Source: an optimization exercise on an open RTL-to-GDS flow (aim: small area). Production flows keep margins and buffers that such runs may drop. Only simulation tests tie the RTL to the original design; equivalence was not proved. The clock port is modelled as an ideal driver, which makes a skipped or thinned clock tree look cheaper than it is; a real chip needs a root buffer or a tree. Power is estimated from default activity; no workload was simulated.

==> flow/design.v (excerpt) <==
module pcie_cq_engine_64_dword(
  input                               CLK                   ,
  input                               RST_N                 ,
  input      [64-1:0]   M_AXIS_CQ_TDATA       ,
  input                               M_AXIS_CQ_TLAST       ,
  input                               M_AXIS_CQ_TVALID      ,
  input  [88-1:0]   M_AXIS_CQ_TUSER       ,
  input      [64 / 32-1:0]   M_AXIS_CQ_TKEEP       ,
  output                              M_AXIS_CQ_TREADY      ,
  input                       [5:0]   PCIE_CQ_NP_REQ_COUNT  ,
  output                              PCIE_CQ_NO_REQ        ,
  input                               MEM_WR_BUSY           ,
  output     [64-1:0]   MEM_WR_DATA           ,
  output     [32-1:0]   MEM_WR_ADDR           ,
  output     [64 / 8-1:0]   MEM_WR_KEEP           ,
  output                              MEM_WR_VALD           ,
  output                              MEM_WR_ERRO           ,
  output                              MEM_WR_LAST           ,
  output                    [7:0]     st_test
);
export LEC_CHECK = 0
export CAP_MARGIN = 20
export CORE_MARGIN = 2
export CORE_UTILIZATION = 40
export GPL_ROUTABILITY_DRIVEN = 0
export GPL_TIMING_DRIVEN = 0
export SLEW_MARGIN = 20
create_clock -name core_clock -period 4.0 [get_ports {CLK}]
standard.sh (not shown) runs the stock make flow with config.mk's settings and CLKGATE_MAP_FILE= SYNTH_SCRIPT=/design/flow/synth_recipe.tcl, a recipe that flattens the netlist after the stock synthesis.
==> flow/flow/run.sh <==
#!/bin/bash
# ORFS layout (the standard.sh) with these changes:
#  - synthesis: the standard flow's synthesis script unchanged, except that ABC maps the
#    combinational logic with its area mapper (flow/abc_area_map.script);
#  - 1-unit port buffers;
#  - tie cells kept as synthesised (one per value);
#  - a hand-built clock tree (flow/manual_cts.tcl) instead of TritonCTS.
# All tool output goes to standard_flow.log here (and ORFS's per-step logs
# under orfs/logs).
set -euo pipefail
here=$(pwd)

cat > "$here/own_synth.tcl" <<EOT
# synth_recipe.tcl with ABC's -script argument replaced
proc abc {args} {
  set i [lsearch -exact \$args -script]
  if {\$i >= 0} { set args [lreplace \$args [expr {\$i + 1}] [expr {\$i + 1}] $here/flow/abc_area_map.script] }
  yosys abc {*}\$args
}
source $here/synth_recipe.tcl
EOT
sed "s#SYNTH_SCRIPT=[^ ]*#SYNTH_SCRIPT=$here/own_synth.tcl#" standard.sh > "$here/own_standard.sh"
grep -q "SYNTH_SCRIPT=$here/own_synth.tcl" "$here/own_standard.sh"

export BUFFER_PORTS_ARGS="-buffer_cell sky130_fd_sc_hd__buf_1"
export SKIP_REPAIR_TIE_FANOUT=1
export PRE_CTS_TCL=$here/flow/pre_cts.tcl
export MCTS_ROOT=
export MCTS_LEAF=sky130_fd_sc_hd__clkbuf_16
export MCTS_NLEAF=4
bash "$here/own_standard.sh" finish > "$here/standard_flow.log" 2>&1
Other scripts of this flow, unchanged in this note and not shown: flow/flow/abc_area_map.script, flow/flow/manual_cts.tcl, flow/flow/pre_cts.tcl
Next try:
--- a/flow/flow/run.sh
+++ b/flow/flow/run.sh
@@ -3,3 +3,5 @@
 #  - synthesis: the standard flow's synthesis script unchanged, except that ABC maps the
-#    combinational logic with its area mapper (flow/abc_area_map.script);
+#    combinational logic with its area mapper (flow/abc_area_map.script),
+#    and half/full adder cells are not used, so the adders are mapped by ABC
+#    with the rest of the logic;
 #  - 1-unit port buffers;
@@ -13,3 +15,4 @@
 cat > "$here/own_synth.tcl" <<EOT
-# synth_recipe.tcl with ABC's -script argument replaced
+# synth_recipe.tcl with ABC's -script argument replaced, and no adder cells
+set ::env(DONT_USE_CELLS) "\$::env(DONT_USE_CELLS) sky130_fd_sc_hd__ha_1 sky130_fd_sc_hd__ha_2 sky130_fd_sc_hd__ha_4 sky130_fd_sc_hd__fa_1 sky130_fd_sc_hd__fa_2 sky130_fd_sc_hd__fa_4"
 proc abc {args} {
- GPL_ROUTABILITY_DRIVEN: 0 -> unset
- GPL_TIMING_DRIVEN: 0 -> unset
Outcome:
- The new run completed with no timing, DRC or antenna violations
- final cell count grows by 10%
- die area shrinks by 1.5%
- wire length grows by 11%
- setup slack degrades by 320 ps
- worst hold slack hardly moves
Next try:
--- a/flow/flow/run.sh
+++ b/flow/flow/run.sh
@@ -3,5 +3,3 @@
 #  - synthesis: the standard flow's synthesis script unchanged, except that ABC maps the
-#    combinational logic with its area mapper (flow/abc_area_map.script),
-#    and half/full adder cells are not used, so the adders are mapped by ABC
-#    with the rest of the logic;
+#    combinational logic with its area mapper (flow/abc_area_map.script);
 #  - 1-unit port buffers;
@@ -15,4 +13,3 @@
 cat > "$here/own_synth.tcl" <<EOT
-# synth_recipe.tcl with ABC's -script argument replaced, and no adder cells
-set ::env(DONT_USE_CELLS) "\$::env(DONT_USE_CELLS) sky130_fd_sc_hd__ha_1 sky130_fd_sc_hd__ha_2 sky130_fd_sc_hd__ha_4 sky130_fd_sc_hd__fa_1 sky130_fd_sc_hd__fa_2 sky130_fd_sc_hd__fa_4"
+# synth_recipe.tcl with ABC's -script argument replaced
 proc abc {args} {
- CAP_MARGIN: 20 -> 0
- SLEW_MARGIN: 20 -> 0
The changed run ran to the end with no violations.
Routed wire length goes down by 9.3%.
Die area goes up by 1.5%.
Global-route usage goes down by 1.6 points.
Synthesized area goes up by 1.6%.
Clock power goes down by about 2%.
Power goes down by 0.74%.
Flip-flop and latch count does not change.
Cell area goes down by 0.92%.
Next try:
- CAP_MARGIN: 0 -> 20
- GPL_TIMING_DRIVEN: unset -> 0
- SLEW_MARGIN: 0 -> 20
=>
- global-route usage fell by 0.33 points
- combinational power stays flat
- total power hardly moves
No run of this note takes its clock network from TritonCTS; it comes from the design's own scripts or RTL.

==> separate check: timing with driven ports <==
No port has a modelled driver above. Below, the same layouts with a new extraction and two added sets of constraints.
Step 1 assumes that a clkbuf_16 drives the clock port and a buf_2 every other input.
Step 2 also shifts input and output timing later by t, the mid clock arrival at the registers, as if the neighbouring blocks saw the same clock.
Three values: ideal ports, drivers, drivers and shift; two values: the first two.
| run | shift t [ns] | slack for setup (ns) | worst setup path after step 2 |
|---|---|---|---|
| the first run | 0.239 | 0.786 / 0.786 / 0.786 | register to register |
| the second run | 0.242 | 0.463 / 0.463 / 0.463 | register to register |
| the third run | 0.239 | 0.754 / 0.754 / 0.754 | register to register |
| the fourth run | 0.239 | 0.786 / 0.786 / 0.786 | register to register |
After both steps setup and hold are still met in every run listed.
